This design comes from an exercise in tuning for a short achievable clock period and few clock cycles on the open sky130 flow, not from production work.
The RTL was checked by simulation tests, not by an equivalence proof against the original design.
No activity file was given, so power comes from the tool's default toggle rates.

--- design/flow/design.v ---
module y86cpu(
    input   wire                clk,
    input   wire                rst,
    input   wire[47:0]      rom_data_i,
    input   wire[31:0]         mem_data_i,
    output  wire                mem_read_o,
    output  wire                mem_write_o,
    output  wire[31:0]         mem_addr_o,
    output  wire[31:0]         mem_data_o,
    output  wire[31:0]         rom_addr_o,
    output  wire                halted_o
);
    reg [31:0]  F_pc;                
    reg [31:0]  N_p5;                
    reg         BR;                  
    reg [2:0]   ras_ptr;
    reg [31:0]  ras [0:7];
    reg [7:0]   ras_v;
    reg         P_call;
    reg [2:0]   P_idx;
    reg         zf, lt;              
    reg         zfp, ltp;            
    reg         halted;
    reg         redir;
    reg [2:0]   redir_ptr;
    reg [31:0]  redir_pc;
    reg         D_valid;
    reg [3:0]   D_icode, D_ifun;
    reg [3:0]   D_srcA, D_srcB, D_dstE, D_dstM;
    reg [31:0]  D_valC, D_pred;
    reg         D_unres, D_ptaken;
    reg [2:0]   D_ptr;
    reg         E_valid;
    reg [3:0]   E_icode, E_ifun, E_dstE, E_dstM;
    reg [31:0]  E_aluA, E_aluB, E_valA, E_pred;
    reg [31:0]  E_adrC;              
    reg [31:0]  E_aluAn;             
    reg [31:0]  E_adrB;              
    reg         E_lateA;             
    reg         E_setcc, E_rr, E_load, E_halt;
    reg         E_fsum, E_fdiff, E_fand, E_fxor;
    reg [2:0]   E_ptr;
    reg         M_valid, M_rd, M_wr;
    reg [7:0]   M_weE, M_weM;
    reg [3:0]   M_icode, M_dstE, M_dstM;
    reg [31:0]  M_valA, M_valE, M_addr, M_pred;
    reg [2:0]   M_ptr;
    reg [31:0]  regs [0:7];
    wire kill = redir | halted;
    wire Dv = D_valid & ~kill;
    wire Ev = E_valid & ~kill;
    wire Mv = M_valid & ~kill;
    function [32:0] ks_add(input [31:0] a, input [31:0] b, input cin);
        reg [31:0] g, p, gg, pp, gn, pn;
        integer i, d;
        begin
            g  = a & b;
            p  = a ^ b;
            gg = g;
            gg[0] = g[0] | (p[0] & cin);
            pp = p;
            for (d = 1; d < 32; d = d * 2) begin
                for (i = 0; i < 32; i = i + 1) begin
                    if (i >= d) begin
                        gn[i] = gg[i] | (pp[i] & gg[i-d]);
                        pn[i] = pp[i] & pp[i-d];
                    end else begin
                        gn[i] = gg[i];
                        pn[i] = pp[i];
                    end
                end
                gg = gn;
                pp = pn;
            end
            ks_add = {gg[30], p ^ {gg[30:0], cin}};
        end
    endfunction
    function cond_eval(input [3:0] fn, input z, input l);
        case (fn)
            4'H0:   cond_eval = 1'b1;
            4'H1:   cond_eval = l | z;
            4'H2:    cond_eval = l;
            4'H3:    cond_eval = z;
            4'H4:   cond_eval = ~z;
            4'H5:   cond_eval = ~l;
            4'H6:    cond_eval = ~l & ~z;
            default: cond_eval = 1'b0;
        endcase
    endfunction
    wire e_cnd = cond_eval(E_ifun, zf, lt);
    wire brmis = BR;
    wire [32:0] e_add33;
    ks32 u_add(.a(E_aluB), .b(E_aluA), .cin(1'b0), .s(e_add33));
    wire [31:0] e_add = e_add33[31:0];
    wire [32:0] e_sub33;
    ks32 u_sub(.a(E_aluB), .b(E_aluAn), .cin(1'b1), .s(e_sub33));
    wire [31:0] e_sub = e_sub33[31:0];
    wire [32:0] e_adr33;
    ks32 u_adr(.a(E_adrB), .b(E_adrC), .cin(1'b0), .s(e_adr33));
    wire [31:0] e_addr  = e_adr33[31:0];
    wire [31:0] e_and = E_aluB & E_aluA;
    wire [31:0] e_xor = E_aluB ^ E_aluA;
    wire [31:0] e_log  = ({32{E_fand}}  & e_and) | ({32{E_fxor}}  & e_xor);
    wire [31:0] e_valE = ({32{E_fsum}}  & e_add) | ({32{E_fdiff}} & e_sub) | e_log;
    wire [3:0]  e_dstE = (E_rr & ~e_cnd) ? 4'HF : E_dstE;
    wire [31:0] e_or  = E_aluB | E_aluA;
    wire        z_add = &(~(e_xor ^ {e_or[30:0], 1'b0}));
    wire        z_eq  = ~|e_xor;
    wire        z_and = ~|e_and;
    wire        n_zf  = (E_fsum & z_add) | ((E_fdiff | E_fxor) & z_eq) | (E_fand & z_and);
    wire        lt_add = (E_aluA[31] == E_aluB[31]) ? E_aluB[31] : ~e_add33[32];
    wire        lt_sub = (E_aluA[31] != E_aluB[31]) ? E_aluB[31] : ~e_sub33[32];
    wire        n_lt  = (E_fsum & lt_add) | (E_fdiff & lt_sub) | e_log[31];
    wire M_isRet   = M_icode == 4'H9;
    wire M_isStore = (M_icode == 4'H4) | (M_icode == 4'HA) | (M_icode == 4'H8);
    wire M_isRead  = (M_icode == 4'H5) | (M_icode == 4'HB) | M_isRet;
    assign mem_read_o  = M_rd;
    assign mem_write_o = M_wr & ~redir;
    assign mem_addr_o  = M_addr;
    assign mem_data_o  = M_valA;
    wire mismatch = Mv & M_isRet & (mem_data_i != M_pred);
    wire cc_sel = Ev & E_setcc;
    wire c_zf = cc_sel ? n_zf : zf;
    wire ebr;
    wire [31:0] d_alt = D_ptaken ? N_p5 : D_valC;
    wire c_lt = cc_sel ? n_lt : lt;
    wire [31:0] rvalA = regs[D_srcA[2:0]];
    wire [31:0] rvalB = regs[D_srcB[2:0]];
    wire hitEA  = Ev & ~D_srcA[3] & (D_srcA == e_dstE);
    wire hitMMA = Mv & ~D_srcA[3] & (D_srcA == M_dstM);
    wire hitMEA = Mv & ~D_srcA[3] & (D_srcA == M_dstE);
    wire hitEB  = Ev & ~D_srcB[3] & (D_srcB == e_dstE);
    wire hitMMB = Mv & ~D_srcB[3] & (D_srcB == M_dstM);
    wire hitMEB = Mv & ~D_srcB[3] & (D_srcB == M_dstE);
    wire [31:0] oldA = hitMMA ? mem_data_i : hitMEA ? M_valE : rvalA;
    wire [31:0] oldB = hitMMB ? mem_data_i : hitMEB ? M_valE : rvalB;
    wire D_useA  = (D_icode == 4'H2) | (D_icode == 4'H6);
    wire D_noB   = (D_icode == 4'H2) | (D_icode == 4'H3);
    wire D_pc    = (D_icode == 4'H8) | (D_icode == 4'H7);
    reg [31:0] constA;
    always @(*) begin
        case (D_icode)
            4'H8, 4'HA:    constA = 32'hfffffffc;
            4'H9, 4'HB:      constA = 32'd4;
            default:            constA = D_valC;
        endcase
    end
    wire        D_alt   = (D_icode == 4'H7) & ~D_ptaken;
    wire        eA_sel  = hitEA & ~D_pc;
    wire [31:0] d_valA2, d_aluA, d_aluB, d_adrB;
    efwd_mux u_fvA(.sel(eA_sel), .fsum(E_fsum), .fdiff(E_fdiff), .add(e_add), .sub(e_sub),
                   .log(e_log), .other(D_alt ? D_valC : (D_pc ? N_p5 : oldA)), .y(d_valA2));
    efwd_mux u_faA(.sel(D_useA & hitEA), .fsum(E_fsum), .fdiff(E_fdiff), .add(e_add), .sub(e_sub),
                   .log(e_log), .other(D_useA ? oldA : constA), .y(d_aluA));
    efwd_mux u_faB(.sel(~D_noB & hitEB), .fsum(E_fsum), .fdiff(E_fdiff), .add(e_add), .sub(e_sub),
                   .log(e_log), .other(D_noB ? 32'd0 : oldB), .y(d_aluB));
    efwd_mux u_fdB(.sel(hitEB), .fsum(E_fsum), .fdiff(E_fdiff), .add(e_add), .sub(e_sub),
                   .log(e_log), .other(oldB), .y(d_adrB));
    wire D_store  = (D_icode == 4'H4) | (D_icode == 4'HA);
    wire luA      = E_load & (E_dstM == D_srcA) & ~D_srcA[3];
    wire luB      = E_load & (E_dstM == D_srcB) & ~D_srcB[3];
    wire stall    = Dv & Ev & ((luA & ~D_store) | luB);
    wire lateA    = Ev & luA & D_store;
    wire [31:0] f_pc = F_pc;
    assign rom_addr_o = F_pc;
    wire [3:0]  f_icode = rom_data_i[47:44];
    wire [3:0]  f_ifun  = rom_data_i[43:40];
    wire [3:0]  f_rA    = rom_data_i[39:36];
    wire [3:0]  f_rB    = rom_data_i[35:32];
    wire [31:0] f_valC_j = {rom_data_i[15:8], rom_data_i[23:16], rom_data_i[31:24], rom_data_i[39:32]};
    wire [31:0] f_valC_r = {rom_data_i[7:0], rom_data_i[15:8], rom_data_i[23:16], rom_data_i[31:24]};
    wire        f_isJC   = (f_icode == 4'H7) | (f_icode == 4'H8);
    wire [31:0] f_valC   = f_isJC ? f_valC_j : f_valC_r;
    wire [32:0] pF1 = ks_add(F_pc, 32'd1, 1'b0);
    wire [32:0] pF2 = ks_add(F_pc, 32'd2, 1'b0);
    wire [32:0] pF5 = ks_add(F_pc, 32'd5, 1'b0);
    wire [32:0] pF6 = ks_add(F_pc, 32'd6, 1'b0);
    wire [31:0] f_pc1 = pF1[31:0];
    wire [31:0] f_pc2 = pF2[31:0];
    wire [31:0] f_pc5 = pF5[31:0];
    wire [31:0] f_pc6 = pF6[31:0];
    wire f_len2 = (f_icode == 4'H2) | (f_icode == 4'H6) | (f_icode == 4'HA) | (f_icode == 4'HB);
    wire f_len6 = (f_icode == 4'H3) | (f_icode == 4'H4) | (f_icode == 4'H5);
    wire f_len5 = (f_icode == 4'H7) | (f_icode == 4'H8);
    wire f_len1 = ~f_len2 & ~f_len6 & ~f_len5;
    wire D_isOP     = D_icode == 4'H6;
    wire cc_settled = ~(Dv & D_isOP) & ~(Ev & E_setcc);
    wire f_known    = (f_ifun == 4'H0) | cc_settled;
    wire f_ptaken   = (f_ifun != 4'H3);
    wire f_jtaken   = f_known ? cond_eval(f_ifun, zf, lt) : f_ptaken;
    reg [3:0] f_srcA, f_srcB, f_dstE, f_dstM;
    always @(*) begin
        f_srcA = 4'HF; f_srcB = 4'HF; f_dstE = 4'HF; f_dstM = 4'HF;
        case (f_icode)
            4'H2: begin f_srcA = f_rA; f_dstE = f_rB; end
            4'H3: begin f_dstE = f_rB; end
            4'H4: begin f_srcA = f_rA; f_srcB = f_rB; end
            4'H5: begin f_srcB = f_rB; f_dstM = f_rA; end
            4'H6:    begin f_srcA = f_rA; f_srcB = f_rB; f_dstE = f_rB; end
            4'H8:   begin f_srcB = 4'H4; f_dstE = 4'H4; end
            4'H9:    begin f_srcA = 4'H4; f_srcB = 4'H4; f_dstE = 4'H4; end
            4'HA:  begin f_srcA = f_rA; f_srcB = 4'H4; f_dstE = 4'H4; end
            4'HB:   begin f_srcA = 4'H4; f_srcB = 4'H4; f_dstE = 4'H4; f_dstM = f_rA; end
            default: ;
        endcase
    end
    wire        E_mov    = E_rr | (E_icode == 4'H3);
    wire [31:0] pushval  = E_aluA;
    wire        pushknow = Dv & (D_icode == 4'HA) & hitEA & E_mov;
    wire [2:0]  ras_base = ras_ptr;
    wire [2:0]  ras_up   = ras_base + 3'd1;
    wire [2:0]  ras_dn   = ras_base - 3'd1;
    wire [31:0] ras_top  = (P_call & (P_idx == ras_base)) ? N_p5 :
                           (ras_v[ras_base] ? ras[ras_base] : 32'd0);
    wire [31:0] ret_pred = pushknow ? pushval : ras_top;
    reg  [2:0]  f_ptr;
    always @(*) begin
        case (f_icode)
            4'H8:  f_ptr = ras_up;
            4'H9:   f_ptr = pushknow ? ras_base : ras_dn;
            default: f_ptr = ras_base;
        endcase
    end
    wire f_isJ   = f_icode == 4'H7;
    wire f_isRet = f_icode == 4'H9;
    wire s_valC  = (f_isJ & f_jtaken) | (f_icode == 4'H8);
    wire s_p5    = f_isJ & ~f_jtaken;
    wire s_p1    = f_len1 & ~f_isRet;
    wire [31:0] f_seq = ({32{s_valC}}  & f_valC_j) | ({32{s_p1}}   & f_pc1) |
                        ({32{f_len2}}  & f_pc2)    | ({32{s_p5}}   & f_pc5) |
                        ({32{f_len6}}  & f_pc6)    | ({32{f_isRet}} & ret_pred);
    always @(posedge clk) begin
        if (rst) begin
            ras_v   <= 8'd0;
        end else if (P_call) begin
            ras_v[P_idx] <= 1'b1;
        end
        if (P_call)
            ras[P_idx] <= N_p5;
        P_call <= ~rst & ~redir & ~brmis & ~ebr & ~stall & (f_icode == 4'H8);
        P_idx  <= ras_up;
        if (rst)
            F_pc <= 32'd0;
        else if (redir)
            F_pc <= redir_pc;
        else if (brmis)
            F_pc <= E_valA;
        else if (~stall)
            F_pc <= ebr ? d_alt : f_seq;
        if (~stall)
            N_p5 <= f_pc5;
        if (rst)
            ras_ptr <= 3'd0;
        else if (redir)
            ras_ptr <= redir_ptr;
        else if (brmis)
            ras_ptr <= E_ptr;
        else if (ebr)
            ras_ptr <= D_ptr;
        else if (~stall)
            ras_ptr <= f_ptr;
    end
    always @(posedge clk) begin
        if (rst) begin
            zf <= 1'b1; lt <= 1'b0;
        end else if (redir) begin
            zf <= zfp; lt <= ltp;
        end else if (cc_sel) begin
            zf <= n_zf; lt <= n_lt;
        end
        zfp <= zf;
        ltp <= lt;
    end
    wire halt_now = Ev & E_halt & ~mismatch;
    always @(posedge clk) begin
        if (rst) begin
            redir  <= 1'b0;
            halted <= 1'b0;
        end else begin
            redir  <= mismatch;
            halted <= halted | halt_now;
        end
        redir_ptr <= M_ptr;
        redir_pc  <= mem_data_i;
    end
    always @(posedge clk) begin
        if (rst | halted | redir | brmis | ebr)
            D_valid <= 1'b0;
        else if (~stall)
            D_valid <= 1'b1;
        if (~stall) begin
            D_icode <= f_icode;
            D_ifun  <= f_ifun;
            D_srcA  <= f_srcA;
            D_srcB  <= f_srcB;
            D_dstE  <= f_dstE;
            D_dstM  <= f_dstM;
            D_valC  <= f_valC;
            D_pred  <= ret_pred;
            D_unres <= (f_icode == 4'H7) & ~f_known;
            D_ptaken <= f_ptaken;
            D_ptr   <= f_ptr;
        end
    end
    wire d_brq = ~rst & Dv & ~stall & ~brmis & ~(Ev & E_halt) &
                 (D_icode == 4'H7) & D_unres;
    wire d_zj  = (D_ifun == 4'H3) | (D_ifun == 4'H4);
    wire d_brl = d_brq & ~d_zj;
    wire b00 = d_brl & (cond_eval(D_ifun, 1'b0, 1'b0) != D_ptaken);
    wire b01 = d_brl & (cond_eval(D_ifun, 1'b0, 1'b1) != D_ptaken);
    wire b10 = d_brl & (cond_eval(D_ifun, 1'b1, 1'b0) != D_ptaken);
    wire b11 = d_brl & (cond_eval(D_ifun, 1'b1, 1'b1) != D_ptaken);
    wire       sgn_eq = E_aluA[31] == E_aluB[31];
    wire       l_ca   = cc_sel & E_fsum  & ~sgn_eq;
    wire       l_cs   = cc_sel & E_fdiff &  sgn_eq;
    wire       l_k    = cc_sel ? ((E_fsum | E_fdiff) ? E_aluB[31] : e_log[31]) : lt;
    wire       br_nx, brn_nx;
    br_dec u_br(.ca(e_add33[32]), .cs(e_sub33[32]), .zn(n_zf), .l_ca(l_ca), .l_cs(l_cs),
                .l_k(l_k), .z_new(cc_sel), .z_old(zf),
                .b00(b00), .b01(b01), .b10(b10), .b11(b11), .br(br_nx), .brn(brn_nx));
    assign ebr = d_brq & d_zj & (((D_ifun == 4'H3) ? c_zf : ~c_zf) != D_ptaken);
    always @(posedge clk) begin
        BR    <= br_nx;
    end
    always @(posedge clk) begin
        E_valid <= ~rst & Dv & ~stall & ~brmis;
        E_icode <= D_icode;
        E_ifun  <= D_ifun;
        E_aluA  <= d_aluA;
        E_aluAn <= ~d_aluA;
        E_aluB  <= d_aluB;
        E_adrB  <= d_adrB;
        E_valA  <= d_valA2;
        E_dstE  <= D_dstE;
        E_dstM  <= D_dstM;
        E_pred  <= D_pred;
        E_ptr   <= D_ptr;
        E_lateA <= lateA;
        E_setcc <= D_isOP;
        E_rr    <= D_icode == 4'H2;
        E_load  <= (D_icode == 4'H5) | (D_icode == 4'HB);
        E_halt  <= D_icode == 4'H0;
        E_fand  <= D_isOP & (D_ifun == 4'H2);
        E_fxor  <= D_isOP & (D_ifun == 4'H3);
        E_fdiff <= D_isOP & (D_ifun == 4'H1);
        E_fsum  <= ~(D_isOP & ((D_ifun == 4'H2) | (D_ifun == 4'H3) | (D_ifun == 4'H1)));
        E_adrC  <= ((D_icode == 4'HB) | (D_icode == 4'H9)) ? 32'd0 : constA;
    end
    integer i;
    always @(posedge clk) begin
        M_valid <= ~rst & Ev;
        M_rd    <= ~rst & Ev &
                   ((E_icode == 4'H5) | (E_icode == 4'HB) | (E_icode == 4'H9));
        M_wr    <= ~rst & Ev &
                   ((E_icode == 4'H4) | (E_icode == 4'HA) | (E_icode == 4'H8));
        for (i = 0; i < 8; i = i + 1) begin
            M_weE[i] <= ~rst & Ev & (e_dstE == i);
            M_weM[i] <= ~rst & Ev & (E_dstM == i);
        end
        M_icode <= E_icode;
        M_valA  <= E_lateA ? mem_data_i : E_valA;
        M_valE  <= e_valE;
        M_addr  <= e_addr;
        M_dstE  <= e_dstE;
        M_dstM  <= E_dstM;
        M_pred  <= E_pred;
        M_ptr   <= E_ptr;
    end
    always @(posedge clk) begin
        for (i = 0; i < 8; i = i + 1) begin
            if ((M_weM[i] | M_weE[i]) & ~redir)
                regs[i] <= M_weM[i] ? mem_data_i : M_valE;
        end
    end
    assign halted_o = halted;
endmodule
module ks32(
    input   wire [31:0]     a,
    input   wire [31:0]     b,
    input   wire            cin,
    output  wire [32:0]     s
);
    wire [31:0] g, p, c;
    ks32_pg   u_pg(.a(a), .b(b), .g(g), .p(p));
    ks32_tree u_tree(.g(g), .p(p), .cin(cin), .c(c));
    assign s = {c[30], p ^ {c[30:0], cin}};
endmodule
module ks32_pg(
    input   wire [31:0]     a,
    input   wire [31:0]     b,
    output  wire [31:0]     g,
    output  wire [31:0]     p
);
    assign g = a & b;
    assign p = a ^ b;
endmodule
module ks32_tree(
    input   wire [31:0]     g,
    input   wire [31:0]     p,
    input   wire            cin,
    output  reg  [31:0]     c
);
    reg [31:0] gg, pp, gn, pn;
    integer i, d;
    always @(*) begin
        gg = g;
        gg[0] = g[0] | (p[0] & cin);
        pp = p;
        for (d = 1; d < 32; d = d * 2) begin
            for (i = 0; i < 32; i = i + 1) begin
                if (i >= d) begin
                    gn[i] = gg[i] | (pp[i] & gg[i-d]);
                    pn[i] = pp[i] & pp[i-d];
                end else begin
                    gn[i] = gg[i];
                    pn[i] = pp[i];
                end
            end
            gg = gn;
            pp = pn;
        end
        c = gg;
    end
endmodule
module br_dec(
    input   wire            ca,
    input   wire            cs,
    input   wire            zn,
    input   wire            l_ca,
    input   wire            l_cs,
    input   wire            l_k,
    input   wire            z_new,
    input   wire            z_old,
    input   wire            b00,
    input   wire            b01,
    input   wire            b10,
    input   wire            b11,
    output  wire            br,
    output  wire            brn
);
    wire l = l_ca ? ~ca : (l_cs ? ~cs : l_k);
    wire z = z_new ? zn : z_old;
    wire r = z ? (l ? b11 : b10) : (l ? b01 : b00);
    assign br  = r;
    assign brn = ~r;
endmodule
module efwd_mux(
    input   wire            sel,
    input   wire            fsum,
    input   wire            fdiff,
    input   wire [31:0]     add,
    input   wire [31:0]     sub,
    input   wire [31:0]     log,
    input   wire [31:0]     other,
    output  wire [31:0]     y
);
    assign y = ({32{sel & fsum}} & add) | ({32{sel & fdiff}} & sub) |
               ({32{sel}} & log) | ({32{~sel}} & other);
endmodule
--- design/flow/constraint.sdc ---
create_clock -name core_clock -period 7.0 [get_ports {clk}]
set_input_delay 1.4000 -clock core_clock [delete_from_list [all_inputs] [get_ports {clk}]]
set_output_delay 1.4000 -clock core_clock [all_outputs]
set_load 0.01 [all_outputs]
--- design/flow/config.mk ---
export PLATFORM = sky130hd
export DESIGN_NAME = y86cpu
export DESIGN_NICKNAME = y86cpu
export VERILOG_FILES = /design/flow/design.v
export SDC_FILE = /design/flow/constraint.sdc
export NUM_CORES = 4
export LEC_CHECK = 0
export CAP_MARGIN = 20
export CORE_MARGIN = 2
export CORE_UTILIZATION = 40
export SETUP_SLACK_MARGIN = 4.5
export SLEW_MARGIN = 20
export SYNTH_HIERARCHICAL = 1
export SYNTH_MINIMUM_KEEP_SIZE = 0
export TNS_END_PERCENT = 100
--- design/flow/run.sh ---
#!/bin/bash
# synth_recipe.tcl (not shown) runs the flow's synth.tcl, then flattens the netlist and writes it again
# the make line also repeats each setting of config.mk as NAME=value (left out here)
make -C /OpenROAD-flow-scripts/flow DESIGN_CONFIG=/design/flow/config.mk WORK_HOME=/design/flow/orfs CLKGATE_MAP_FILE= SYNTH_SCRIPT=/design/flow/synth_recipe.tcl finish
==> qor.csv, run 1 <==
metric,value,unit
pre_cts_slack,2.104,ns
fp.dieW,388.8,microns
detail-route-antenna-nets,0,
cp_slowest_cell,a21oi_2,
drv_slew,0,
via_per_inst,6.583,
cts_inserted_buffers,131,
irDropWorstVdd,234.7,uV
antenna_found_initial,27,
post-route-period-util,45.95,%
hpwl,181.0,mm
worstMarginPinSlew,1.112,ns
grt_use_total,37.19,%
drt_first_pass_iters,7,
die_area,151200,sq um
fin_area,81880,sq um
ys_warn_count,9,
clock_skew,0.03439,ns
leakage,0.03085,uW
holdBufCountCts,0,
drt_wl_total,292.9,mm
multi_input_area,34850,sq um
clock_path_buffers,3,
path_max_fanout,5,
avgSynthCellArea,10.99,sq um
clockRootBuffer,clkbuf_16,
critPathLaunchType,register,
numClockSinks,1145,
area_growth_syn_to_layout,38.22,%
htree_levels,4,
initialDrtViolationCount,7881,
finalSetupViolCount,0,
clk_pin_slew,0.07,ns
nFillCells,12056,
post-route-min-period,3.216,ns
holdWs,0.3245,ns
place_congestion,0.9988,
cts_tree,built,
routedWlPerCell,36.51,microns
hp-class,reg2reg,
power.density,274.3,nW/um^2
io_buffers,180,
die_y,388.8,microns
cp_cell_sequence,ha_4 > and4_1 > a21o_4 > o21a_4 > o21ai_4 > a31oi_4 > nor2_4 > o21ai_2 > xor2_2 > a221oi_2 > a21oi_2,
core-area,147300,sq um
rsz0062_at_grt,yes,
regArea,29730,sq um
worst_setup_path_end_kind,register,
finalSetupTns,0,ns
fp-row-count,141,
max_freq,310.9,MHz
syn_area,59240,sq um
worstSetupPathType,reg2reg,
grt_max_degree,81,
finalNetCount,6226,
initial_utilization,40.21,%
drive_gt1_share,42.75,%
io_pins,181,
overflow,0,
run_status,finished clean,
grt_pass1_vias,49502,
maxSlewHeadroom,25.87,%
arrival,3.88,ns
final_hold_viol_count,0,
cap_violations,0,
layout_setup_ws,3.784,ns
place_area,63540,sq um
required,7.66,ns
grt_pass1_wl,394.1,mm
clk-insertion-delay-late,0.81,ns
critPathMaxStageDelay,0.43,ns
syn_inst,5389,
vias,52807,
drc,0,
[flip-flops by register name, summed over array words and instances, names as in the netlist, 32 cells and up, named ones only]
name,cells
F_pc,32
M_pred,32
E_adrB,32
D_valC,32
redir_pc,32
E_pred,32
M_valA,32
E_aluB,32
regs,256
N_p5,32
M_valE,32
D_pred,32
M_addr,32
E_valA,32
ras,256
E_aluAn,32
E_adrC,32
E_aluA,32
[worst max-delay path, delay by kind of cell, from the launching register on]
kind,cells,cell delay [ns]
XOR/XNOR,1,0.38
AND/OR/NAND/NOR,2,0.47
AO/OA/AOI/OAI,7,1.58
flip-flops,1,0.38
adder cells (fa/ha/maj),1,0.27
[cells in the final DEF, fill, tap and decap left out, types with 46 or more instances in the layout]
cell type,instances
dfxtp_1,345
inv_1,142
nor3_1,54
xor2_4,46
nor2_4,83
buf_4,406
o21ai_0,121
a21o_1,101
edfxtp_1,637
xor2_2,47
a22o_1,56
ha_1,85
o21ai_1,49
o211ai_1,50
a221o_1,47
mux2i_1,124
mux4_2,108
nand2_1,235
xor2_1,98
buf_12,100
nand4_1,65
nor2_1,379
mux2_2,342
dfxtp_4,92
a21oi_2,115
a221oi_2,69
ha_4,64
a21oi_1,240
buf_6,186
nand3_1,68
dfxtp_2,71
a221oi_1,81
clkbuf_16,142
[through the flow]
step	utilization, %	power [uW]	cells
after floorplan	-	11400	5393
after global placement	43.11	13120	7220
after detailed placement	43.13	13170	7221
after CTS	52.89	21390	7889
after global routing	55.57	23030	8014
final	55.58	22460	8022
[power breakdown]
part	switching, uW	total (uW)	internal, uW
sequential	764	8610	7840
combinational	3500	6710	3210
clock	3040	7140	4100
[path summary, 6_finish.rpt]
| kind | from | end | slack (ns) | cells after the start |
|---|---|---|---|---|
| max | E_aluB[2] | E_adrB[22] | 3.78 | 11 |
| min | E_pred[5] | M_pred[5] | 0.32 | 0 |
| max reg2reg | E_aluB[2] | E_adrB[22] | 3.78 | 11 |
| min reg2reg | E_pred[5] | M_pred[5] | 0.32 | 0 |
[final cells by class]
type	instances	area share, %
flip-flops and latches	1145	36.31
clock buffers	182	4.539
well taps	1930	2.949
repair inverters	3	0.04584
diodes	8	0.02445
multi-input cells	3668	42.57
clock inverters	59	0.8497
inverters	166	0.8160
repair buffers	861	11.89
[per-layer routing]
layer	up-vias	GRT usage [%]	share of wire, %
li1	21523	-	-
met2	4017	52.47	41
met5	-	0	0.043
met3	1008	12.91	14
met4	20	22.27	7.7
met1	26239	48.99	38
[what timing repair did]
| item | CTS | global route |
|---|---|---|
| endpoints found under the hold margin | 0 | 0 |
| pin swaps | 272 | 312 |
| gates cloned | 47 | 9 |
| buffers inserted | 380 | 116 |
| setup endpoints to repair | 596 | 503 |
| resized for setup | 1895 | 606 |
Testbench counts, summed over its fixed seeds: cycles 56,966.
==> run 2, diff against run 1 <==
--- a/design/flow/config.mk
+++ b/design/flow/config.mk
@@ -8,7 +8,7 @@
 export CAP_MARGIN = 20
 export CORE_MARGIN = 2
 export CORE_UTILIZATION = 40
-export SETUP_SLACK_MARGIN = 4.5
+export SETUP_SLACK_MARGIN = 4.8
 export SLEW_MARGIN = 20
 export SYNTH_HIERARCHICAL = 1
 export SYNTH_MINIMUM_KEEP_SIZE = 0
==> run 2 against run 1 <==
  * Largest cell class unchanged
  * Flip-flop and latch count unchanged
  * Total power up 3.9%
  * Synthesized cell count unchanged
  * Wire length up 4.9%
  * Combinational power up 11%
  * Largest power group unchanged
  * Sequential share of layout area down 1.0 points
  * Global-route usage up 1.9 points
  * Setup slack worse by 0.037 ns
  * Maximum frequency down 1.1%
  * Via count up 3.1%
  * Critical path depth up 5
  * Non-clock buffer count up 124
==> qor.csv, run 2 <==
metric,value,unit
run_status,finished clean,
layout_setup_ws,3.747,ns
area_growth_syn_to_layout,42.31,%
antenna_found_initial,29,
post-route-min-period,3.253,ns
rsz0062_at_grt,yes,
numClockSinks,1145,
arrival,3.94,ns
drv_slew,0,
finalSetupViolCount,0,
cap_violations,0,
hp-class,reg2reg,
path_max_fanout,6,
avgSynthCellArea,10.99,sq um
nFillCells,11665,
finalSetupTns,0,ns
core-area,147300,sq um
multi_input_area,35630,sq um
drive_gt1_share,45.02,%
final_hold_viol_count,0,
fp.dieW,388.8,microns
die_area,151200,sq um
worstSetupPathType,reg2reg,
post-route-period-util,46.47,%
regArea,29740,sq um
fp-row-count,141,
grt_max_degree,96,
dp.cells,7214,
io_pins,181,
required,7.69,ns
clk-insertion-delay-late,0.82,ns
syn_inst,5389,
pre_cts_slack,2.126,ns
utilization,57.23,%
clock_path_buffers,3,
place_congestion,1.014,
clock_skew,0.04581,ns
overflow,0,
syn_area,59240,sq um
worstMarginPinSlew,1.151,ns
drt_wl_total,307.1,mm
clockRootBuffer,clkbuf_16,
finalNetCount,6356,
ys_warn_count,9,
initial_utilization,40.21,%
io_buffers,180,
worst_setup_path_end_kind,register,
path_buf_inv,7,
leakage,0.03185,uW
final_cell_mix,"edfxtp_1 (637), buf_4 (451), nor2_1 (388), dfxtp_1 (331), mux2_2 (329)",
initialDrtViolationCount,8479,
cp_slowest_cell,dfxtp_4,
max_freq,307.4,MHz
critPathLaunchType,register,
grt_use_total,39.10,%
critPathTopFamily,buffers and inverters,
detail-route-antenna-nets,0,
finalPower,23340,uW
cp_cell_sequence,inv_2 > ha_4 > nor4_4 > nand4_1 > nor3_4 > buf_6 > a311oi_4 > buf_6 > a211oi_4 > buf_12 > buf_12 > o21ai_4 > buf_12 > buf_6 > mux2i_2 > a211oi_2,
ff2ff_setup_slack,3.75,ns
drc,0,
mostFrequentLayoutCell,edfxtp_1,
maxSlewHeadroom,23.26,%
irDropWorstVdd,302.9,uV
grt_pass1_wl,411.8,mm
holdBufCountCts,0,
reg_top3,"ras (256), regs (256)",
drt_first_pass_iters,9,
hpwl,190.1,mm
cts_tree,built,
critPathMaxStageDelay,0.41,ns
htree_levels,4,
grt_pass1_vias,50433,
via_per_inst,6.670,
vias,54448,
power.density,276.9,nW/um^2
clk_pin_slew,0.06,ns
routedWlPerCell,37.62,microns
final_cells,8163,
die_y,388.8,microns
cts_inserted_buffers,130,
run 2: path summary, 6_finish.rpt:
check | cells past startpoint | startpoint | to
worst min register to register | 0 | E_pred[21] | M_pred[21]
worst max-delay path | 16 | E_aluA[26] | register
worst max register to register | 16 | E_aluA[26] | register
worst min-delay path | 0 | E_pred[21] | M_pred[21]
run 2: area by class of cell:
type	count	area share, %
Multi-Input combinational cell	3674	42.26
Sequential cell	1145	35.27
Timing Repair Buffer	985	13.38
Clock buffer	183	4.510
Tap cell	1930	2.864
Inverter	166	0.8237
Clock inverter	54	0.7436
Timing Repair inverter	4	0.07569
Antenna cell	22	0.06530
run 2: metrics by stage:
step	hold slack [ns]	cell area, sq um
3_3_place_gp	0.3098	64060
5_1_grt	0.3282	84250
6_report	0.3227	84300
2_1_floorplan	0.3096	60930
3_5_place_dp	0.3121	64110
4_1_cts	0.3220	80560
run 2: layer usage:
metal / vias to the layer above / share of wire, % / GRT usage [%] / wire (microns)
li1: 21853 / - / - / -
met1: 26960 / 37 / 50.23 / 113600
met2: 4479 / 40 / 54.13 / 123300
met3: 1132 / 14 / 14.40 / 42490
met4: 24 / 8.9 / 27.43 / 27230
met5: - / 0.16 / 0.6061 / 489
run 2: power by group:
part | total (uW) | leakage [uW] | switching [uW] | internal [uW]
registers | 8670 | 0.0104 | 838 | 7840
clock network | 7210 | 0.00218 | 3020 | 4190
logic | 7450 | 0.0193 | 3890 | 3560
total | 23300 | 0.0318 | 7760 | 15600
run 2: what timing repair did:
| action | in CTS | in global routing |
|---|---|---|
| setup endpoints to repair | 626 | 564 |
| buffers inserted | 462 | 153 |
| gates cloned | 71 | 4 |
| hold endpoints to repair | 0 | 0 |
| gates resized for setup | 2051 | 462 |
| pin swaps | 331 | 250 |

==> afterwards: timing with drivers on the ports <==
How much do the figures lean on ideal ports? The routed layouts below were timed once more, with nothing changed but the port constraints. Step 1, drivers: a clkbuf_16 drives clk and a buf_2 each remaining input, both assumed. Step 2 moves the port delays by t, midway between the first and last clock arrival at a register: inputs arrive t later, outputs are due t later. That takes back most of the time a late clock gives input paths. Slacks: no drivers / after step 1 / after step 2; pairs: no drivers / after step 1.
run | t, ns | setup WS [ns] | latest minus earliest clock arrival (ns)
run 1 | 0.878 | 3.784 / 3.784 / 3.155 | 0.040 / 0.040
run 2 | 0.881 | 3.747 / 3.747 / 3.157 | 0.046 / 0.046
After both steps every run listed still meets setup and hold. The setup slack of run 1, which loses most, moves by 0.000 ns with the drivers and by -0.629 ns with both steps.
